Context: an optimization exercise on an open-source flow, tuned for small area and a short achievable clock period. The choices shown serve that exercise and are no tape-out recipe.
In this exercise RTL edits were held to simulation tests only and were not proved equivalent to the original.
Power and IR drop assume default switching activity.

`design/flow/design.v`:
```
module ALU_Micros1(
  input  [7:0] iA,
  input  [7:0] iB,
  input  [4:0] ALU_Sel,
  input        iClk,
  output [7:0] oRESALU,
  output [4:0] oBanderas
);
  reg [7:0] ALU_Q;
  reg [4:0] Banderas_Q;
  assign oRESALU   = ALU_Q;
  assign oBanderas = Banderas_Q;
  wire [4:0] s = ALU_Sel;
  wire o_mul = (s == 5'd0);
  wire o_div = (s == 5'd1);
  wire o_inc = (s == 5'd2);
  wire o_dec = (s == 5'd3);
  wire o_and = (s == 5'd4);
  wire o_or  = (s == 5'd5);
  wire o_not = (s == 5'd6) | (s == 5'd8);
  wire o_xor = (s == 5'd7);
  wire o_asl = (s == 5'd9);
  wire o_asr = (s == 5'd10);
  wire o_lsl = (s == 5'd11);
  wire o_lsr = (s == 5'd12);
  wire o_rol = (s == 5'd13);
  wire o_ror = (s == 5'd14);
  wire o_add = (s == 5'd15);
  wire o_sub = (s == 5'd16);
  wire hold  = (s > 5'd16);
  wire o_ar  = o_inc | o_dec | o_add | o_sub;
  wire pp0_0 = ~(iA[0] & iB[0]);   
  wire pp0_1 = ~(iA[0] & iB[1]);   
  wire pp0_2 = ~(iA[0] & iB[2]);   
  wire pp0_3 = ~(iA[0] & iB[3]);   
  wire pp0_4 = ~(iA[0] & iB[4]);   
  wire pp0_5 = ~(iA[0] & iB[5]);   
  wire pp0_6 = ~(iA[0] & iB[6]);   
  wire pp0_7 = ~(iA[0] & iB[7]);   
  wire pp1_0 = ~(iA[1] & iB[0]);   
  wire pp1_1 = ~(iA[1] & iB[1]);   
  wire pp1_2 = ~(iA[1] & iB[2]);   
  wire pp1_3 = ~(iA[1] & iB[3]);   
  wire pp1_4 = ~(iA[1] & iB[4]);   
  wire pp1_5 = ~(iA[1] & iB[5]);   
  wire pp1_6 = ~(iA[1] & iB[6]);   
  wire pp1_7 = ~(iA[1] & iB[7]);   
  wire pp2_0 = ~(iA[2] & iB[0]);   
  wire pp2_1 = ~(iA[2] & iB[1]);   
  wire pp2_2 = ~(iA[2] & iB[2]);   
  wire pp2_3 = ~(iA[2] & iB[3]);   
  wire pp2_4 = ~(iA[2] & iB[4]);   
  wire pp2_5 = ~(iA[2] & iB[5]);   
  wire pp2_6 = ~(iA[2] & iB[6]);   
  wire pp3_0 = ~(iA[3] & iB[0]);   
  wire pp3_1 = ~(iA[3] & iB[1]);   
  wire pp3_2 = ~(iA[3] & iB[2]);   
  wire pp3_3 = ~(iA[3] & iB[3]);   
  wire pp3_4 = ~(iA[3] & iB[4]);   
  wire pp3_5 = ~(iA[3] & iB[5]);   
  wire pp4_0 = ~(iA[4] & iB[0]);   
  wire pp4_1 = ~(iA[4] & iB[1]);   
  wire pp4_2 = ~(iA[4] & iB[2]);   
  wire pp4_3 = ~(iA[4] & iB[3]);   
  wire pp4_4 = ~(iA[4] & iB[4]);   
  wire pp5_0 = ~(iA[5] & iB[0]);   
  wire pp5_1 = ~(iA[5] & iB[1]);   
  wire pp5_2 = ~(iA[5] & iB[2]);   
  wire pp5_3 = ~(iA[5] & iB[3]);   
  wire pp6_0 = ~(iA[6] & iB[0]);   
  wire pp6_1 = ~(iA[6] & iB[1]);   
  wire pp6_2 = ~(iA[6] & iB[2]);   
  wire pp7_0 = ~(iA[7] & iB[0]);   
  wire pp7_1 = ~(iA[7] & iB[1]);   
  wire m1_s, m1_c;
  xnor2m u_m1x (.a(pp0_6), .b(pp1_5), .y(m1_s));
  or2m u_m1o (.a(pp0_6), .b(pp1_5), .y(m1_c));
  wire m2_s, m2_c;
  fa u_m2 (.a(pp0_7), .b(pp1_6), .c(pp2_5), .s(m2_s), .co(m2_c));
  wire m3_s, m3_c;
  xnor2m u_m3x (.a(pp3_4), .b(pp4_3), .y(m3_s));
  or2m u_m3o (.a(pp3_4), .b(pp4_3), .y(m3_c));
  wire mx4 = pp1_7 ^ pp2_6 ^ pp3_5;
  wire mx5 = ~(pp4_4 ^ pp5_3);
  wire m6_s, m6_c;
  xnor2m u_m6x (.a(pp0_4), .b(pp1_3), .y(m6_s));
  or2m u_m6o (.a(pp0_4), .b(pp1_3), .y(m6_c));
  wire m7_s, m7_c;
  fa u_m7 (.a(pp0_5), .b(pp1_4), .c(pp2_3), .s(m7_s), .co(m7_c));
  wire m8_s, m8_c;
  xnor2m u_m8x (.a(pp3_2), .b(pp4_1), .y(m8_s));
  or2m u_m8o (.a(pp3_2), .b(pp4_1), .y(m8_c));
  wire m9_s, m9_c;
  fa u_m9 (.a(m1_s), .b(pp2_4), .c(pp3_3), .s(m9_s), .co(m9_c));
  wire m10_s, m10_c;
  fa u_m10 (.a(pp4_2), .b(pp5_1), .c(pp6_0), .s(m10_s), .co(m10_c));
  wire m11_s, m11_c;
  fa u_m11 (.a(m2_s), .b(m3_s), .c(pp5_2), .s(m11_s), .co(m11_c));
  wire m12_s, m12_c;
  fa u_m12 (.a(pp6_1), .b(pp7_0), .c(m1_c), .s(m12_s), .co(m12_c));
  wire mx13 = mx4 ^ mx5 ^ pp6_2;
  wire mx14 = pp7_1 ^ m2_c ^ m3_c;
  wire m15_s, m15_c;
  xnor2m u_m15x (.a(pp0_3), .b(pp1_2), .y(m15_s));
  or2m u_m15o (.a(pp0_3), .b(pp1_2), .y(m15_c));
  wire m16_s, m16_c;
  fa u_m16 (.a(m6_s), .b(pp2_2), .c(pp3_1), .s(m16_s), .co(m16_c));
  wire m17_s, m17_c;
  fa u_m17 (.a(m7_s), .b(m8_s), .c(pp5_0), .s(m17_s), .co(m17_c));
  wire m18_s, m18_c;
  fa u_m18 (.a(m9_s), .b(m10_s), .c(m7_c), .s(m18_s), .co(m18_c));
  wire m19_s, m19_c;
  fa u_m19 (.a(m11_s), .b(m12_s), .c(m9_c), .s(m19_s), .co(m19_c));
  wire mx20 = mx13 ^ mx14 ^ m11_c;
  wire m21_s, m21_c;
  xnor2m u_m21x (.a(pp0_2), .b(pp1_1), .y(m21_s));
  or2m u_m21o (.a(pp0_2), .b(pp1_1), .y(m21_c));
  wire m22_s, m22_c;
  fa u_m22 (.a(m15_s), .b(pp2_1), .c(pp3_0), .s(m22_s), .co(m22_c));
  wire m23_s, m23_c;
  fa u_m23 (.a(m16_s), .b(pp4_0), .c(m15_c), .s(m23_s), .co(m23_c));
  wire m24_s, m24_c;
  fa u_m24 (.a(m17_s), .b(m6_c), .c(m16_c), .s(m24_s), .co(m24_c));
  wire m25_s, m25_c;
  fa u_m25 (.a(m18_s), .b(m8_c), .c(m17_c), .s(m25_s), .co(m25_c));
  wire m26_s, m26_c;
  fa u_m26 (.a(m19_s), .b(m10_c), .c(m18_c), .s(m26_s), .co(m26_c));
  wire mx27 = mx20 ^ m12_c ^ m19_c;
  wire [8:0] mul;
  assign mul[0] = ~pp0_0;
  wire m28_s, m28_c;
  xnor2m u_m28x (.a(pp0_1), .b(pp1_0), .y(m28_s));
  or2m u_m28o (.a(pp0_1), .b(pp1_0), .y(m28_c));
  assign mul[1] = ~m28_s;
  wire m29_s, m29_c;
  fa u_m29 (.a(m21_s), .b(pp2_0), .c(m28_c), .s(m29_s), .co(m29_c));
  assign mul[2] = ~m29_s;
  wire m30_s, m30_c;
  fa u_m30 (.a(m22_s), .b(m21_c), .c(m29_c), .s(m30_s), .co(m30_c));
  assign mul[3] = ~m30_s;
  wire m31_s, m31_c;
  fa u_m31 (.a(m23_s), .b(m22_c), .c(m30_c), .s(m31_s), .co(m31_c));
  assign mul[4] = ~m31_s;
  wire m32_s, m32_c;
  fa u_m32 (.a(m24_s), .b(m23_c), .c(m31_c), .s(m32_s), .co(m32_c));
  assign mul[5] = ~m32_s;
  wire m33_s, m33_c;
  fa u_m33 (.a(m25_s), .b(m24_c), .c(m32_c), .s(m33_s), .co(m33_c));
  assign mul[6] = ~m33_s;
  wire m34_s, m34_c;
  fa u_m34 (.a(m26_s), .b(m25_c), .c(m33_c), .s(m34_s), .co(m34_c));
  assign mul[7] = ~m34_s;
  assign mul[8] = ~mx27 ^ ~m26_c ^ ~m34_c;
  wire [7:0] q;
  wire [9:0] m1 = {2'b00, iB};
  wire [9:0] m2 = {1'b0, iB, 1'b0};
  wire [9:0] m3 = m1 + m2;
  wire [9:0] n1 = ~m1;
  wire [9:0] n3 = ~m3;
  wire s6m1p35_p = iA[6] ^ n1[0];
  wire s6m1p35_g = iA[6] & n1[0];
  wire s6m1p36_p = iA[7] ^ n1[1];
  wire s6m1p36_g = iA[7] & n1[1];
  wire s6m1c37_g = s6m1p36_g | (s6m1p36_p & (iA[6] | n1[0]));
  wire s6m1c37_p = s6m1p36_p & s6m1p35_p;
  wire ge6_1 = (~|m1[9:2]) & s6m1c37_g;
  wire s6m2p38_p = iA[7] ^ n1[0];
  wire s6m2p38_g = iA[7] & n1[0];
  wire ge6_2 = (~|m1[9:1]) & (iA[7] | n1[0]);
  wire s6m3p39_p = iA[6] ^ n3[0];
  wire s6m3p39_g = iA[6] & n3[0];
  wire s6m3p40_p = iA[7] ^ n3[1];
  wire s6m3p40_g = iA[7] & n3[1];
  wire s6m3c41_g = s6m3p40_g | (s6m3p40_p & (iA[6] | n3[0]));
  wire s6m3c41_p = s6m3p40_p & s6m3p39_p;
  wire ge6_3 = (~|m3[9:2]) & s6m3c41_g;
  assign q[7] = ge6_2;
  assign q[6] = ge6_3 | (ge6_1 & ~ge6_2);
  wire [1:0] r6;
  assign r6[0] = ge6_3 ? ~s6m3p39_p : ge6_2 ? iA[6] : ge6_1 ? ~s6m1p35_p : iA[6];
  assign r6[1] = ge6_3 ? (s6m3p40_p ^ (iA[6] | n3[0])) : ge6_2 ? ~s6m2p38_p : ge6_1 ? (s6m1p36_p ^ (iA[6] | n1[0])) : iA[7];
  wire s4m1p42_p = iA[4] ^ n1[0];
  wire s4m1p42_g = iA[4] & n1[0];
  wire s4m1p43_p = iA[5] ^ n1[1];
  wire s4m1p43_g = iA[5] & n1[1];
  wire s4m1p44_p = r6[0] ^ n1[2];
  wire s4m1p44_g = r6[0] & n1[2];
  wire s4m1p45_p = r6[1] ^ n1[3];
  wire s4m1p45_g = r6[1] & n1[3];
  wire s4m1c46_g = s4m1p43_g | (s4m1p43_p & (iA[4] | n1[0]));
  wire s4m1c46_p = s4m1p43_p & s4m1p42_p;
  wire s4m1c47_g = s4m1p45_g | (s4m1p45_p & s4m1p44_g);
  wire s4m1c47_p = s4m1p45_p & s4m1p44_p;
  wire s4m1c48_g = s4m1p44_g | (s4m1p44_p & s4m1c46_g);
  wire s4m1c48_p = s4m1p44_p & s4m1c46_p;
  wire s4m1c49_g = s4m1c47_g | (s4m1c47_p & s4m1c46_g);
  wire s4m1c49_p = s4m1c47_p & s4m1c46_p;
  wire ge4_1 = (~|m1[9:4]) & s4m1c49_g;
  wire s4m2p50_p = iA[5] ^ n1[0];
  wire s4m2p50_g = iA[5] & n1[0];
  wire s4m2p51_p = r6[0] ^ n1[1];
  wire s4m2p51_g = r6[0] & n1[1];
  wire s4m2p52_p = r6[1] ^ n1[2];
  wire s4m2p52_g = r6[1] & n1[2];
  wire s4m2c53_g = s4m2p51_g | (s4m2p51_p & (iA[5] | n1[0]));
  wire s4m2c53_p = s4m2p51_p & s4m2p50_p;
  wire s4m2c54_g = s4m2p52_g | (s4m2p52_p & s4m2c53_g);
  wire s4m2c54_p = s4m2p52_p & s4m2c53_p;
  wire ge4_2 = (~|m1[9:3]) & s4m2c54_g;
  wire s4m3p55_p = iA[4] ^ n3[0];
  wire s4m3p55_g = iA[4] & n3[0];
  wire s4m3p56_p = iA[5] ^ n3[1];
  wire s4m3p56_g = iA[5] & n3[1];
  wire s4m3p57_p = r6[0] ^ n3[2];
  wire s4m3p57_g = r6[0] & n3[2];
  wire s4m3p58_p = r6[1] ^ n3[3];
  wire s4m3p58_g = r6[1] & n3[3];
  wire s4m3c59_g = s4m3p56_g | (s4m3p56_p & (iA[4] | n3[0]));
  wire s4m3c59_p = s4m3p56_p & s4m3p55_p;
  wire s4m3c60_g = s4m3p58_g | (s4m3p58_p & s4m3p57_g);
  wire s4m3c60_p = s4m3p58_p & s4m3p57_p;
  wire s4m3c61_g = s4m3p57_g | (s4m3p57_p & s4m3c59_g);
  wire s4m3c61_p = s4m3p57_p & s4m3c59_p;
  wire s4m3c62_g = s4m3c60_g | (s4m3c60_p & s4m3c59_g);
  wire s4m3c62_p = s4m3c60_p & s4m3c59_p;
  wire ge4_3 = (~|m3[9:4]) & s4m3c62_g;
  assign q[5] = ge4_2;
  assign q[4] = ge4_3 | (ge4_1 & ~ge4_2);
  wire [3:0] r4;
  assign r4[0] = ge4_3 ? ~s4m3p55_p : ge4_2 ? iA[4] : ge4_1 ? ~s4m1p42_p : iA[4];
  assign r4[1] = ge4_3 ? (s4m3p56_p ^ (iA[4] | n3[0])) : ge4_2 ? ~s4m2p50_p : ge4_1 ? (s4m1p43_p ^ (iA[4] | n1[0])) : iA[5];
  assign r4[2] = ge4_3 ? (s4m3p57_p ^ s4m3c59_g) : ge4_2 ? (s4m2p51_p ^ (iA[5] | n1[0])) : ge4_1 ? (s4m1p44_p ^ s4m1c46_g) : r6[0];
  assign r4[3] = ge4_3 ? (s4m3p58_p ^ s4m3c61_g) : ge4_2 ? (s4m2p52_p ^ s4m2c53_g) : ge4_1 ? (s4m1p45_p ^ s4m1c48_g) : r6[1];
  wire s2m1p63_p = iA[2] ^ n1[0];
  wire s2m1p63_g = iA[2] & n1[0];
  wire s2m1p64_p = iA[3] ^ n1[1];
  wire s2m1p64_g = iA[3] & n1[1];
  wire s2m1p65_p = r4[0] ^ n1[2];
  wire s2m1p65_g = r4[0] & n1[2];
  wire s2m1p66_p = r4[1] ^ n1[3];
  wire s2m1p66_g = r4[1] & n1[3];
  wire s2m1p67_p = r4[2] ^ n1[4];
  wire s2m1p67_g = r4[2] & n1[4];
  wire s2m1p68_p = r4[3] ^ n1[5];
  wire s2m1p68_g = r4[3] & n1[5];
  wire s2m1c69_g = s2m1p64_g | (s2m1p64_p & (iA[2] | n1[0]));
  wire s2m1c69_p = s2m1p64_p & s2m1p63_p;
  wire s2m1c70_g = s2m1p66_g | (s2m1p66_p & s2m1p65_g);
  wire s2m1c70_p = s2m1p66_p & s2m1p65_p;
  wire s2m1c71_g = s2m1p68_g | (s2m1p68_p & s2m1p67_g);
  wire s2m1c71_p = s2m1p68_p & s2m1p67_p;
  wire s2m1c72_g = s2m1p65_g | (s2m1p65_p & s2m1c69_g);
  wire s2m1c72_p = s2m1p65_p & s2m1c69_p;
  wire s2m1c73_g = s2m1c70_g | (s2m1c70_p & s2m1c69_g);
  wire s2m1c73_p = s2m1c70_p & s2m1c69_p;
  wire s2m1c74_g = s2m1p67_g | (s2m1p67_p & s2m1c73_g);
  wire s2m1c74_p = s2m1p67_p & s2m1c73_p;
  wire s2m1c75_g = s2m1c71_g | (s2m1c71_p & s2m1c73_g);
  wire s2m1c75_p = s2m1c71_p & s2m1c73_p;
  wire ge2_1 = (~|m1[9:6]) & s2m1c75_g;
  wire s2m2p76_p = iA[3] ^ n1[0];
  wire s2m2p76_g = iA[3] & n1[0];
  wire s2m2p77_p = r4[0] ^ n1[1];
  wire s2m2p77_g = r4[0] & n1[1];
  wire s2m2p78_p = r4[1] ^ n1[2];
  wire s2m2p78_g = r4[1] & n1[2];
  wire s2m2p79_p = r4[2] ^ n1[3];
  wire s2m2p79_g = r4[2] & n1[3];
  wire s2m2p80_p = r4[3] ^ n1[4];
  wire s2m2p80_g = r4[3] & n1[4];
  wire s2m2c81_g = s2m2p77_g | (s2m2p77_p & (iA[3] | n1[0]));
  wire s2m2c81_p = s2m2p77_p & s2m2p76_p;
  wire s2m2c82_g = s2m2p79_g | (s2m2p79_p & s2m2p78_g);
  wire s2m2c82_p = s2m2p79_p & s2m2p78_p;
  wire s2m2c83_g = s2m2p78_g | (s2m2p78_p & s2m2c81_g);
  wire s2m2c83_p = s2m2p78_p & s2m2c81_p;
  wire s2m2c84_g = s2m2c82_g | (s2m2c82_p & s2m2c81_g);
  wire s2m2c84_p = s2m2c82_p & s2m2c81_p;
  wire s2m2c85_g = s2m2p80_g | (s2m2p80_p & s2m2c84_g);
  wire s2m2c85_p = s2m2p80_p & s2m2c84_p;
  wire ge2_2 = (~|m1[9:5]) & s2m2c85_g;
  wire s2m3p86_p = iA[2] ^ n3[0];
  wire s2m3p86_g = iA[2] & n3[0];
  wire s2m3p87_p = iA[3] ^ n3[1];
  wire s2m3p87_g = iA[3] & n3[1];
  wire s2m3p88_p = r4[0] ^ n3[2];
  wire s2m3p88_g = r4[0] & n3[2];
  wire s2m3p89_p = r4[1] ^ n3[3];
  wire s2m3p89_g = r4[1] & n3[3];
  wire s2m3p90_p = r4[2] ^ n3[4];
  wire s2m3p90_g = r4[2] & n3[4];
  wire s2m3p91_p = r4[3] ^ n3[5];
  wire s2m3p91_g = r4[3] & n3[5];
  wire s2m3c92_g = s2m3p87_g | (s2m3p87_p & (iA[2] | n3[0]));
  wire s2m3c92_p = s2m3p87_p & s2m3p86_p;
  wire s2m3c93_g = s2m3p89_g | (s2m3p89_p & s2m3p88_g);
  wire s2m3c93_p = s2m3p89_p & s2m3p88_p;
  wire s2m3c94_g = s2m3p91_g | (s2m3p91_p & s2m3p90_g);
  wire s2m3c94_p = s2m3p91_p & s2m3p90_p;
  wire s2m3c95_g = s2m3p88_g | (s2m3p88_p & s2m3c92_g);
  wire s2m3c95_p = s2m3p88_p & s2m3c92_p;
  wire s2m3c96_g = s2m3c93_g | (s2m3c93_p & s2m3c92_g);
  wire s2m3c96_p = s2m3c93_p & s2m3c92_p;
  wire s2m3c97_g = s2m3p90_g | (s2m3p90_p & s2m3c96_g);
  wire s2m3c97_p = s2m3p90_p & s2m3c96_p;
  wire s2m3c98_g = s2m3c94_g | (s2m3c94_p & s2m3c96_g);
  wire s2m3c98_p = s2m3c94_p & s2m3c96_p;
  wire ge2_3 = (~|m3[9:6]) & s2m3c98_g;
  assign q[3] = ge2_2;
  assign q[2] = ge2_3 | (ge2_1 & ~ge2_2);
  wire [5:0] r2;
  assign r2[0] = ge2_3 ? ~s2m3p86_p : ge2_2 ? iA[2] : ge2_1 ? ~s2m1p63_p : iA[2];
  assign r2[1] = ge2_3 ? (s2m3p87_p ^ (iA[2] | n3[0])) : ge2_2 ? ~s2m2p76_p : ge2_1 ? (s2m1p64_p ^ (iA[2] | n1[0])) : iA[3];
  assign r2[2] = ge2_3 ? (s2m3p88_p ^ s2m3c92_g) : ge2_2 ? (s2m2p77_p ^ (iA[3] | n1[0])) : ge2_1 ? (s2m1p65_p ^ s2m1c69_g) : r4[0];
  assign r2[3] = ge2_3 ? (s2m3p89_p ^ s2m3c95_g) : ge2_2 ? (s2m2p78_p ^ s2m2c81_g) : ge2_1 ? (s2m1p66_p ^ s2m1c72_g) : r4[1];
  assign r2[4] = ge2_3 ? (s2m3p90_p ^ s2m3c96_g) : ge2_2 ? (s2m2p79_p ^ s2m2c83_g) : ge2_1 ? (s2m1p67_p ^ s2m1c73_g) : r4[2];
  assign r2[5] = ge2_3 ? (s2m3p91_p ^ s2m3c97_g) : ge2_2 ? (s2m2p80_p ^ s2m2c84_g) : ge2_1 ? (s2m1p68_p ^ s2m1c74_g) : r4[3];
  wire s0m1p99_p = iA[0] ^ n1[0];
  wire s0m1p99_g = iA[0] & n1[0];
  wire s0m1p100_p = iA[1] ^ n1[1];
  wire s0m1p100_g = iA[1] & n1[1];
  wire s0m1p101_p = r2[0] ^ n1[2];
  wire s0m1p101_g = r2[0] & n1[2];
  wire s0m1p102_p = r2[1] ^ n1[3];
  wire s0m1p102_g = r2[1] & n1[3];
  wire s0m1p103_p = r2[2] ^ n1[4];
  wire s0m1p103_g = r2[2] & n1[4];
  wire s0m1p104_p = r2[3] ^ n1[5];
  wire s0m1p104_g = r2[3] & n1[5];
  wire s0m1p105_p = r2[4] ^ n1[6];
  wire s0m1p105_g = r2[4] & n1[6];
  wire s0m1p106_p = r2[5] ^ n1[7];
  wire s0m1p106_g = r2[5] & n1[7];
  wire s0m1c107_g = s0m1p100_g | (s0m1p100_p & (iA[0] | n1[0]));
  wire s0m1c107_p = s0m1p100_p & s0m1p99_p;
  wire s0m1c108_g = s0m1p102_g | (s0m1p102_p & s0m1p101_g);
  wire s0m1c108_p = s0m1p102_p & s0m1p101_p;
  wire s0m1c109_g = s0m1p104_g | (s0m1p104_p & s0m1p103_g);
  wire s0m1c109_p = s0m1p104_p & s0m1p103_p;
  wire s0m1c110_g = s0m1p106_g | (s0m1p106_p & s0m1p105_g);
  wire s0m1c110_p = s0m1p106_p & s0m1p105_p;
  wire s0m1c111_g = s0m1p101_g | (s0m1p101_p & s0m1c107_g);
  wire s0m1c111_p = s0m1p101_p & s0m1c107_p;
  wire s0m1c112_g = s0m1c108_g | (s0m1c108_p & s0m1c107_g);
  wire s0m1c112_p = s0m1c108_p & s0m1c107_p;
  wire s0m1c113_g = s0m1p105_g | (s0m1p105_p & s0m1c109_g);
  wire s0m1c113_p = s0m1p105_p & s0m1c109_p;
  wire s0m1c114_g = s0m1c110_g | (s0m1c110_p & s0m1c109_g);
  wire s0m1c114_p = s0m1c110_p & s0m1c109_p;
  wire s0m1c115_g = s0m1p103_g | (s0m1p103_p & s0m1c112_g);
  wire s0m1c115_p = s0m1p103_p & s0m1c112_p;
  wire s0m1c116_g = s0m1c109_g | (s0m1c109_p & s0m1c112_g);
  wire s0m1c116_p = s0m1c109_p & s0m1c112_p;
  wire s0m1c117_g = s0m1c113_g | (s0m1c113_p & s0m1c112_g);
  wire s0m1c117_p = s0m1c113_p & s0m1c112_p;
  wire s0m1c118_g = s0m1c114_g | (s0m1c114_p & s0m1c112_g);
  wire s0m1c118_p = s0m1c114_p & s0m1c112_p;
  wire ge0_1 = (~|m1[9:8]) & s0m1c118_g;
  wire s0m2p119_p = iA[1] ^ n1[0];
  wire s0m2p119_g = iA[1] & n1[0];
  wire s0m2p120_p = r2[0] ^ n1[1];
  wire s0m2p120_g = r2[0] & n1[1];
  wire s0m2p121_p = r2[1] ^ n1[2];
  wire s0m2p121_g = r2[1] & n1[2];
  wire s0m2p122_p = r2[2] ^ n1[3];
  wire s0m2p122_g = r2[2] & n1[3];
  wire s0m2p123_p = r2[3] ^ n1[4];
  wire s0m2p123_g = r2[3] & n1[4];
  wire s0m2p124_p = r2[4] ^ n1[5];
  wire s0m2p124_g = r2[4] & n1[5];
  wire s0m2p125_p = r2[5] ^ n1[6];
  wire s0m2p125_g = r2[5] & n1[6];
  wire s0m2c126_g = s0m2p120_g | (s0m2p120_p & (iA[1] | n1[0]));
  wire s0m2c126_p = s0m2p120_p & s0m2p119_p;
  wire s0m2c127_g = s0m2p122_g | (s0m2p122_p & s0m2p121_g);
  wire s0m2c127_p = s0m2p122_p & s0m2p121_p;
  wire s0m2c128_g = s0m2p124_g | (s0m2p124_p & s0m2p123_g);
  wire s0m2c128_p = s0m2p124_p & s0m2p123_p;
  wire s0m2c129_g = s0m2p121_g | (s0m2p121_p & s0m2c126_g);
  wire s0m2c129_p = s0m2p121_p & s0m2c126_p;
  wire s0m2c130_g = s0m2c127_g | (s0m2c127_p & s0m2c126_g);
  wire s0m2c130_p = s0m2c127_p & s0m2c126_p;
  wire s0m2c131_g = s0m2p125_g | (s0m2p125_p & s0m2c128_g);
  wire s0m2c131_p = s0m2p125_p & s0m2c128_p;
  wire s0m2c132_g = s0m2p123_g | (s0m2p123_p & s0m2c130_g);
  wire s0m2c132_p = s0m2p123_p & s0m2c130_p;
  wire s0m2c133_g = s0m2c128_g | (s0m2c128_p & s0m2c130_g);
  wire s0m2c133_p = s0m2c128_p & s0m2c130_p;
  wire s0m2c134_g = s0m2c131_g | (s0m2c131_p & s0m2c130_g);
  wire s0m2c134_p = s0m2c131_p & s0m2c130_p;
  wire ge0_2 = (~|m1[9:7]) & s0m2c134_g;
  wire s0m3p135_p = iA[0] ^ n3[0];
  wire s0m3p135_g = iA[0] & n3[0];
  wire s0m3p136_p = iA[1] ^ n3[1];
  wire s0m3p136_g = iA[1] & n3[1];
  wire s0m3p137_p = r2[0] ^ n3[2];
  wire s0m3p137_g = r2[0] & n3[2];
  wire s0m3p138_p = r2[1] ^ n3[3];
  wire s0m3p138_g = r2[1] & n3[3];
  wire s0m3p139_p = r2[2] ^ n3[4];
  wire s0m3p139_g = r2[2] & n3[4];
  wire s0m3p140_p = r2[3] ^ n3[5];
  wire s0m3p140_g = r2[3] & n3[5];
  wire s0m3p141_p = r2[4] ^ n3[6];
  wire s0m3p141_g = r2[4] & n3[6];
  wire s0m3p142_p = r2[5] ^ n3[7];
  wire s0m3p142_g = r2[5] & n3[7];
  wire s0m3c143_g = s0m3p136_g | (s0m3p136_p & (iA[0] | n3[0]));
  wire s0m3c143_p = s0m3p136_p & s0m3p135_p;
  wire s0m3c144_g = s0m3p138_g | (s0m3p138_p & s0m3p137_g);
  wire s0m3c144_p = s0m3p138_p & s0m3p137_p;
  wire s0m3c145_g = s0m3p140_g | (s0m3p140_p & s0m3p139_g);
  wire s0m3c145_p = s0m3p140_p & s0m3p139_p;
  wire s0m3c146_g = s0m3p142_g | (s0m3p142_p & s0m3p141_g);
  wire s0m3c146_p = s0m3p142_p & s0m3p141_p;
  wire s0m3c147_g = s0m3p137_g | (s0m3p137_p & s0m3c143_g);
  wire s0m3c147_p = s0m3p137_p & s0m3c143_p;
  wire s0m3c148_g = s0m3c144_g | (s0m3c144_p & s0m3c143_g);
  wire s0m3c148_p = s0m3c144_p & s0m3c143_p;
  wire s0m3c149_g = s0m3p141_g | (s0m3p141_p & s0m3c145_g);
  wire s0m3c149_p = s0m3p141_p & s0m3c145_p;
  wire s0m3c150_g = s0m3c146_g | (s0m3c146_p & s0m3c145_g);
  wire s0m3c150_p = s0m3c146_p & s0m3c145_p;
  wire s0m3c151_g = s0m3p139_g | (s0m3p139_p & s0m3c148_g);
  wire s0m3c151_p = s0m3p139_p & s0m3c148_p;
  wire s0m3c152_g = s0m3c145_g | (s0m3c145_p & s0m3c148_g);
  wire s0m3c152_p = s0m3c145_p & s0m3c148_p;
  wire s0m3c153_g = s0m3c149_g | (s0m3c149_p & s0m3c148_g);
  wire s0m3c153_p = s0m3c149_p & s0m3c148_p;
  wire s0m3c154_g = s0m3c150_g | (s0m3c150_p & s0m3c148_g);
  wire s0m3c154_p = s0m3c150_p & s0m3c148_p;
  wire ge0_3 = (~|m3[9:8]) & s0m3c154_g;
  assign q[1] = ge0_2;
  assign q[0] = ge0_3 | (ge0_1 & ~ge0_2);
  wire [7:0] ab  = ({8{o_add}} & iB) | ({8{o_sub}} & ~iB) | {8{o_dec}};
  wire       ab8 = o_sub | o_dec;
  wire       cin = o_sub | o_inc;
  wire ad155_s, ad155_c;
  fa u_ad155 (.a(iA[0]), .b(ab[0]), .c(cin), .s(ad155_s), .co(ad155_c));
  wire ad156_s, ad156_c;
  fa u_ad156 (.a(iA[1]), .b(ab[1]), .c(ad155_c), .s(ad156_s), .co(ad156_c));
  wire ad157_s, ad157_c;
  fa u_ad157 (.a(iA[2]), .b(ab[2]), .c(ad156_c), .s(ad157_s), .co(ad157_c));
  wire ad158_s, ad158_c;
  fa u_ad158 (.a(iA[3]), .b(ab[3]), .c(ad157_c), .s(ad158_s), .co(ad158_c));
  wire ad159_s, ad159_c;
  fa u_ad159 (.a(iA[4]), .b(ab[4]), .c(ad158_c), .s(ad159_s), .co(ad159_c));
  wire ad160_s, ad160_c;
  fa u_ad160 (.a(iA[5]), .b(ab[5]), .c(ad159_c), .s(ad160_s), .co(ad160_c));
  wire ad161_s, ad161_c;
  fa u_ad161 (.a(iA[6]), .b(ab[6]), .c(ad160_c), .s(ad161_s), .co(ad161_c));
  wire ad162_s, ad162_c;
  fa u_ad162 (.a(iA[7]), .b(ab[7]), .c(ad161_c), .s(ad162_s), .co(ad162_c));
  wire [8:0] sum = {ab8 ^ ad162_c, ad162_s, ad161_s, ad160_s, ad159_s, ad158_s, ad157_s, ad156_s, ad155_s};
  wire [8:0] shl0 = {1'b0, iA} << iB[3:0];
  wire lbig = o_asl ? (|iB[6:4]) : (|iB[7:4]);
  wire [8:0] shl  = lbig ? 9'h000 : shl0;
  wire [7:0] srin = {iA[7] & ~o_asr, iA[6:0]};
  wire [7:0] shr0 = srin >> iB[2:0];
  wire rbig = o_asr ? (|iB[6:3]) : (|iB[7:3]);
  wire [7:0] shr  = rbig ? 8'h00 : shr0;
  wire [3:0] lt = ({4{o_and}} & 4'b1000) | ({4{o_or}} & 4'b1110) |
                  ({4{o_xor}} & 4'b0110) | ({4{o_not}} & 4'b0011);
  wire [7:0] lu;
  genvar gi;
  generate for (gi = 0; gi < 8; gi = gi + 1) begin : lug
    assign lu[gi] = lt[{iA[gi], iB[gi]}];
  end endgenerate
  wire o_shl = o_asl | o_lsl;
  wire o_shr = o_asr | o_lsr;
  wire [7:0] D = lu
      | ({8{o_mul}} & mul[7:0])
      | ({8{o_div}} & q)
      | ({8{o_ar}}  & sum[7:0])
      | ({o_lsl, {7{o_shl}}} & shl[7:0])
      | ({o_lsr, {7{o_shr}}} & shr)
      | ({8{o_rol}} & {iA[6:0], iA[7]})
      | ({8{o_ror}} & {iA[0], iA[7:1]})
      | {(o_asl | o_asr) & iA[7], 7'd0};
  wire f_v = (o_mul & mul[8]) | (o_ar & sum[8]) | (o_lsl & shl[8]) | (o_rol & iA[7]);
  wire f_c = D[7] & ~(o_not | o_asl | o_asr | hold);
  always @(posedge iClk) begin
    if (!hold) ALU_Q <= D;
    Banderas_Q <= {~^ALU_Q, f_v, f_c, ALU_Q[7], ~|ALU_Q};
  end
endmodule
module fa(input a, input b, input c, output s, output co);
  assign s  = a ^ b ^ c;
  assign co = (a & b) | (a & c) | (b & c);
endmodule
module xnor2m(input a, input b, output y);
  assign y = ~(a ^ b);
endmodule
module or2m(input a, input b, output y);
  assign y = a | b;
endmodule
```
`design/flow/config.mk`:
```
export PLATFORM = sky130hd
export DESIGN_NAME = ALU_Micros1
export DESIGN_NICKNAME = ALU_Micros1
export VERILOG_FILES = /design/flow/design.v
export SDC_FILE = /design/flow/constraint.sdc
export NUM_CORES = 4
export LEC_CHECK = 0
export ABC_AREA = 1
export CAP_MARGIN = 20
export CORE_MARGIN = 2
export CORE_UTILIZATION = 40
export SETUP_SLACK_MARGIN = 4
export SLEW_MARGIN = 20
export SYNTH_HIERARCHICAL = 1
export SYNTH_MINIMUM_KEEP_SIZE = 0
```
`design/flow/constraint.sdc`:
```
create_clock -name core_clock -period 13.0 [get_ports {iClk}]
set_input_delay 2.6000 -clock core_clock [delete_from_list [all_inputs] [get_ports {iClk}]]
set_output_delay 2.6000 -clock core_clock [all_outputs]
set_load 0.01 [all_outputs]
```
`design/flow/run.sh`:
```
#!/bin/bash
# synth_recipe.tcl (not shown) runs the flow's synth.tcl, then flattens the netlist and writes it again
# the make line also repeats each setting of config.mk as NAME=value (left out here)
make -C /OpenROAD-flow-scripts/flow DESIGN_CONFIG=/design/flow/config.mk WORK_HOME=/design/flow/orfs CLKGATE_MAP_FILE= SYNTH_SCRIPT=/design/flow/synth_recipe.tcl finish
```
==> results of run 1 <==
==> synthesized netlist by cell type, drive strengths merged, types with 3 or more instances <==
cell type | count | share of area (%)
a21oi | 43 | 4.3
edfxtp | 8 | 4.7
dfxtp | 5 | 2.0
buf | 7 | 0.66
xnor2 | 17 | 2.9
nand2 | 205 | 15
o2111ai | 6 | 1.0
nand4 | 7 | 0.85
a22oi | 3 | 0.44
ha | 69 | 17
a2111oi | 3 | 0.51
fa | 47 | 18
o22ai | 5 | 0.61
inv | 126 | 9.2
nor2 | 53 | 4.3
o21ai | 60 | 6.1
a211oi | 6 | 0.88
nand3 | 36 | 3.7
xor2 | 9 | 1.7
nor3 | 8 | 0.88
o211ai | 7 | 1.0
clkbuf | 9 | 0.66
==> worst max-delay path: cells and delay by family <==
kind                       cells  cell delay (ns)
and+or+nand+nor               20             2.10
xor gates and xnor gates       1             0.18
AOI/OAI and AO/OA              8             1.00
buffers and inverters          6             0.73
adders and majority gates      6             2.15
==> power by group <==
group	switching, mW	leakage (nW)	total [mW]	internal [mW]
registers	0.00276	0.119	0.0539	0.0512
logic	0.185	3.04	0.327	0.142
clock network	0.0173	0.0382	0.0587	0.0414
==> final cells by class <==
cell class	instances	area, sq um
clock buffers	4	78.8
flip-flops and latches	13	340
repair buffers	93	867
inverters	128	509
multi-input cells	603	4540
fillers	1192	6010
well taps	172	215
==> Yosys stat by module (local to each module, per instance) <==
module	cells inside	area (sq um)	flops+latches
or2m	3	11.3	0
fa	1	20.0	0
xnor2m	5	18.8	0
ALU_Micros1	675	4340	13
==> worst min path at each step <==
stage | startpoint | end | slack [ns] | cells after the start
4_1_cts | ALU_Q[7] | Banderas_Q[1] | 0.44 | 0
3_3_place_gp | ALU_Q[7] | Banderas_Q[1] | 0.42 | 0
3_5_place_dp | ALU_Q[7] | Banderas_Q[1] | 0.43 | 0
5_1_grt | ALU_Q[7] | Banderas_Q[1] | 0.44 | 0
2_1_floorplan | ALU_Q[7] | Banderas_Q[1] | 0.44 | 0
6_report | ALU_Q[7] | Banderas_Q[1] | 0.42 | 0
==> cell usage in the layout (no fill, tap or decap), drive strengths merged, types with 5 or more instances in the layout <==
master / instances
nand2: 205
a21oi: 43
xnor2: 17
buf: 62
inv: 124
o22ai: 5
nand3: 36
clkdlybuf4s50: 25
nor2: 53
nand4: 7
edfxtp: 8
dfxtp: 5
o2111ai: 6
a211oi: 6
clkbuf: 8
o21ai: 60
xor2: 9
o211ai: 7
ha: 69
fa: 47
nor3: 8
==> flip-flops by register name, indices dropped and copies added (netlist names) <==
signal and cells:
ALU_Q 8, Banderas_Q 5
==> per-layer routing <==
metal / vias to the layer above / GRT usage [%] / part of all wire, %
li1: 2647 / - / -
met1: 2558 / 36.1 / 42
met2: 238 / 42.6 / 46
met3: 54 / 1.44 / 7.6
met4: 0 / 8.55 / 4.1
met5: - / 0 / 0
==> what timing repair did <==
| action | in CTS | in global routing |
|---|---|---|
| hold endpoints to repair | 0 | 0 |
| gates resized for setup | 47 | 99 |
| pin swaps | 4 | 38 |
| cloned | 2 | 0 |
| buffers inserted | 9 | 39 |
| setup endpoints to repair | 4 | 2 |
| hold buffers | 0 | 0 |
==> cells by family after synthesis <==
group	Yosys count	synth area share [%]
AOI/OAI and AO/OA	146	16.9
buffers and inverters	144	10.7
muxes	1	0.195
xor gates and xnor gates	26	4.59
adders and majority gates	116	35.2
and+or+nand+nor	314	25.8
DFF	13	6.64
==> impl_metrics.ini, run 1 <==
[timing]
final_hold_viol_count = 0
fin_ws_ns = 4.18
fin_crit_sh_pct = 67.9
tns_ns = 0
rsz0062_at_grt = true
max_clock_freq_mhz = 113
finalSetupViolCount = 0
max_slew_margin_pct = 49.4
fin_hold_ws_ns = 0.423
min_period_ns = 8.82
tightest_slew_ns = 0.757
skew_ns = 0.00615
maxSlewViolCount = 0

[synthesis]
synth-seq-cells = 13
syn_inst = 760
syn_nets = 898
synthArstFlopShare_pct = 0
seq_area_frac_synth_pct = 6.64
syn_area_per_cell_sq_um = 6.74
yosysUniqueCellTypes = 50
ys_warn_count = 7
synth_flop_cell = edfxtp_1
synth_edf_count = 8
netlist_area_sq_um = 5130

[drt]
first_pass_iters = 6
drt_iter0_drc = 482
postRouteAntennaNets = 0
wire_per_inst_um = 17.8
via_count = 5497
wirelength_um = 18000
vias_per_cell = 5.43
drc = 0

[clocking]
clock_path_buffers = 2
numCtsBuffers = 3
clkSlewWorstSetupHoldPaths_ns = 0.05
cts.sinks = 13
cts_max_level = 1
clk_latency_ns = 0.24
root_buffer = clkbuf_16
cts_tree = yes

[run]
maxCapViolCount = 0

[layout]
layout-drive-gt1-share_pct = 18.0
diodes = 0
synthToLayoutAreaGrowth_pct = 27.8
fin_util_pct = 52.1
nNetsFinal = 980
fin_cells = 1013
design_area_sq_um = 6550

[floorplanning]
core_area_sq_um = 12600
die_area_sq_um = 13700
rows = 41
die_h_um = 117
die_x_um = 117
initial_utilization_pct = 40.8
io_pins = 35

[global_routing]
antenna_found_initial = 0
grt_max_degree = 30
grtUsageTotal_pct = 25.8
overflow = 0
grt_pass1_wl_um = 27000
grt_pass1_vias = 5062

[status]
status = complete, no violations

[pwr]
p_leak_nw = 3.19
powerDensity_nw_per_um2 = 67.0
peakVddDrop_v = 0.0000391
p_total_mw = 0.439

[worst_setup_path]
startpoint_type = primary input
startpoint = iB[2]
rrSetupSlack_ns = 11.84
r2r_end = Banderas_Q[4]
critPathMaxStageDelay_ns = 0.42
setup.worst_path.end = ALU_Q[0]
r2r-start = ALU_Q[0]
crit_type = in2reg
crit_fanout = 5
crit_slowest_cell = fa_2
crit_required_ns = 12.99
r2r_cells = 4
critPathCaptureType = register
timing.critical_path.mode_cell = nand2_2
cp.arrival_ns = 8.81

[placement]
place_inst = 959
placed_area_sq_um = 5680
pre_cts_ws_ns = 2.12
io_buffers = 34
place_hpwl_um = 13700
gp_congestion = 1.00

[min_path]
hold_path_class = reg2reg
==> run 2, diff against run 1 <==
==> design/flow/flow/run.sh (new file) <==
#!/bin/bash
set -euo pipefail
W=$PWD
rm -rf "$W/scripts_fa"
cp -r "$FLOW_HOME/scripts" "$W/scripts_fa"
sed -i 's/^  extract_fa {\*}\[dont_use_extract_fa_args\]$/  extract_fa {*}[dont_use_extract_fa_args] fa/' "$W/scripts_fa/synth.tcl"
grep -q 'extract_fa {\*}\[dont_use_extract_fa_args\] fa$' "$W/scripts_fa/synth.tcl"
export BUFFER_PORTS_ARGS="-buffer_cell sky130_fd_sc_hd__buf_2"
bash standard.sh SCRIPTS_DIR="$W/scripts_fa" SETUP_SLACK_MARGIN=6.5 finish > "$W/flow.log" 2>&1
==> design/flow/standard.sh (new file) <==
#!/bin/bash
# synth_recipe.tcl (not shown) runs the flow's synth.tcl, then flattens the netlist and writes it again
# the make line also repeats each setting of config.mk as NAME=value (left out here)
make -C /OpenROAD-flow-scripts/flow DESIGN_CONFIG=/design/flow/config.mk WORK_HOME=/design/flow/orfs CLKGATE_MAP_FILE= SYNTH_SCRIPT=/design/flow/synth_recipe.tcl "${@:-finish}"
--- a/design/flow/config.mk
+++ b/design/flow/config.mk
@@ -8,8 +8,7 @@
 export ABC_AREA = 1
 export CAP_MARGIN = 20
 export CORE_MARGIN = 2
-export CORE_UTILIZATION = 40
-export SETUP_SLACK_MARGIN = 4
+export CORE_UTILIZATION = 65
 export SLEW_MARGIN = 20
 export SYNTH_HIERARCHICAL = 1
 export SYNTH_MINIMUM_KEEP_SIZE = 0
removed: design/flow/run.sh
==> impl_metrics.ini, run 2 <==
[timing]
rsz0062_at_grt = true
fin_ws_ns = 6.56
final_hold_viol_count = 0
skew_ns = 0.00803
maxSlewViolCount = 0
max_slew_margin_pct = 30.6
min_period_ns = 6.44
tns_ns = 0
max_clock_freq_mhz = 155
tightest_slew_ns = 1.01
finalSetupViolCount = 0
fin_crit_sh_pct = 49.6

[synthesis]
netlist_area_sq_um = 4920
syn_nets = 901
synth_area_leaders = nand2_1 21%, fa_1 12%, inv_1 7.9%
synthMostInstantiatedCell = nand2_1
yosysTopAreaCell = nand2_1
ys_warn_count = 7
syn_area_per_cell_sq_um = 5.79
synth_top_area_share_pct = 21.4
synth-seq-cells = 13
synth_common_cells = 280 x nand2_1, 104 x inv_1, 77 x nor2_1, 61 x nand3_1, 37 x o21ai_0
synth_edf_count = 8
synth_flop_cell = edfxtp_1
synthArstFlopShare_pct = 0
syn_inst = 850
seq_area_frac_synth_pct = 6.92
yosysUniqueCellTypes = 57

[clocking]
cts_tree = yes
root_buffer = clkbuf_8
cts.sinks = 13
cts_max_level = 1
clock_path_buffers = 2
clk_latency_ns = 0.25
clkSlewWorstSetupHoldPaths_ns = 0.06
numCtsBuffers = 3
cts_hold_buf = 0

[worst_setup_path]
crit_slowest_cell = o22ai_1
critPathCaptureType = register
worstPathBufferInverterCount = 4
critPathTopFamily = simple AND/OR/NAND/NOR gates
cp.arrival_ns = 6.45
critPathMaxStageDelay_ns = 0.31
crit_type = in2reg
crit_fanout = 30
timing.critical_path.mode_cell = nand2_1
startpoint_type = primary input
crit_required_ns = 13.01

[drt]
drt_iter0_drc = 1104
via_count = 6335
postRouteAntennaNets = 0
drc = 0
wirelength_um = 18700
vias_per_cell = 6.45
first_pass_iters = 8
wire_per_inst_um = 19.1

[floorplanning]
core_area_sq_um = 7290
die_area_sq_um = 8280
die_x_um = 91.0
rows = 31
die_h_um = 91.0
io_pins = 35
initial_utilization_pct = 67.5

[pwr]
peakVddDrop_v = 0.0000448
p_leak_nw = 2.88
powerDensity_nw_per_um2 = 64.9
p_total_mw = 0.369

[placement]
place_inst = 956
place_hpwl_um = 14000
io_buffers = 34
pre_cts_ws_ns = 5.67
gp_congestion = 1.09

[layout]
layout_common_cells = 267 x nand2_1, 97 x inv_1, 67 x nor2_1
fin_util_pct = 77.9
mostFrequentLayoutCell = nand2_1
fillCellCount = 543
regMostFlops = ALU_Q
reg_top3 = ALU_Q x8, Banderas_Q x5
synthToLayoutAreaGrowth_pct = 15.5
diodes = 0
largest_reg_flops = 8
fin_cells = 982
layout-drive-gt1-share_pct = 21.2
nNetsFinal = 935

[global_routing]
overflow = 0
grt_pass1_vias = 5898
grtUsageTotal_pct = 43.3
antenna_found_initial = 0
grt_pass1_wl_um = 29000
grt_max_degree = 31

[status]
status = complete, no violations

[run]
maxCapViolCount = 0

[min_path]
hold_path_class = reg2reg
[run 2: path summary, 6_finish.rpt]
path | start | end | slack [ns] | cells after the start
hold reg to reg | ALU_Q[7] | Banderas_Q[1] | 0.48 | 0
setup reg to reg | ALU_Q[5] | Banderas_Q[4] | 11.86 | 4
hold / removal | ALU_Q[7] | Banderas_Q[1] | 0.48 | 0
setup / recovery | iB[2] | ALU_Q[0] | 6.56 | 32
[run 2: cells by family after synthesis]
| logic type | after synthesis | synth area share, % |
|---|---|---|
| flops | 13 | 6.92 |
| xor+xnor | 29 | 5.47 |
| compound gates | 136 | 17.8 |
| simple gates | 496 | 45.9 |
| buf+inv | 147 | 12.2 |
| fa+ha+maj | 29 | 11.8 |
[run 2: per-layer routing]
metal	GRT usage, %	wire (um)	vias to the layer above
li1	-	-	2818
met1	53.5	6560	2778
met2	70.8	8210	588
met3	10.2	2780	151
met4	21.0	1170	0
met5	0	0	-
[run 2: Yosys stat by module, one instance, submodules excluded]
module       flip-flops and latches  copies in the design  area (sq um)  cells inside
ALU_Micros1                      13                     1          4130           765
fa                                0                    29          20.0             1
xnor2m                            0                     7          18.8             5
or2m                              0                     7          11.3             3
[run 2: layout make-up]
class	instances	area, sq um	area share, %
Clock buffer	4	45.0	0.793
Inverter	120	500	8.81
Multi-Input combinational cell	690	4170	73.4
Sequential cell	13	340	5.99
Tap cell	99	124	2.18
Timing Repair Buffer	56	503	8.85
[run 2: stage by stage]
stage               area (sq um)  hold WS, ns
global placement            5110        0.469
global route                5680        0.487
CTS                         5230        0.492
floorplan                   4970        0.456
detailed placement          5110        0.480
finish                      5680        0.478
[run 2: timing repair]
item | CTS | global route
setup endpoints to repair | 6 | 6
buffers inserted | 3 | 18
pin swaps | 2 | 16
gates resized for setup | 16 | 95
gates cloned | 0 | 1
[run 2: worst reg2reg max path, cell delays in order, from the launching register on]
cell	delay, ns
edfxtp_1	0.40
or2_2	0.33
nand2_1	0.08
xnor2_1	0.13
xnor2_1	0.09
[run 2: power breakdown]
part | internal [mW] | switching [mW] | leakage (nW)
logic | 0.0991 | 0.177 | 2.74
clock network | 0.0217 | 0.0163 | 0.0228
registers | 0.0511 | 0.00339 | 0.119
total | 0.172 | 0.197 | 2.88

[what the ideal ports hide]
The results above use ideal ports. As a check the final layouts listed here were re-extracted and re-timed, cells and wires unchanged.
Step 1 assumes that a clkbuf_16 drives the clock port and a buf_2 every other input.
Step 2 adds t to the input delays and takes it off the output delays; t is the mean of the earliest and latest rising clock arrival at the registers after step 1. Input paths then give back, and output paths get back, about the clock's delay inside the block.
Slacks: ideal ports / drivers / drivers and shift; pairs: ideal ports / drivers.
| run | shift t [ns] | setup slack, ns | clock arrival spread, ns | slew at the worst register clock pin (ns) |
|---|---|---|---|---|
| run 1 | 0.271 | 4.178 / 4.168 / 3.897 | 0.006 / 0.006 | 0.05 / 0.05 |
| run 2 | 0.271 | 6.556 / 6.493 / 6.222 | 0.009 / 0.008 | 0.06 / 0.06 |
After both steps every run listed still meets setup and hold. The setup slack of run 2, which loses most, moves by -0.063 ns with the drivers and by -0.334 ns with both steps.
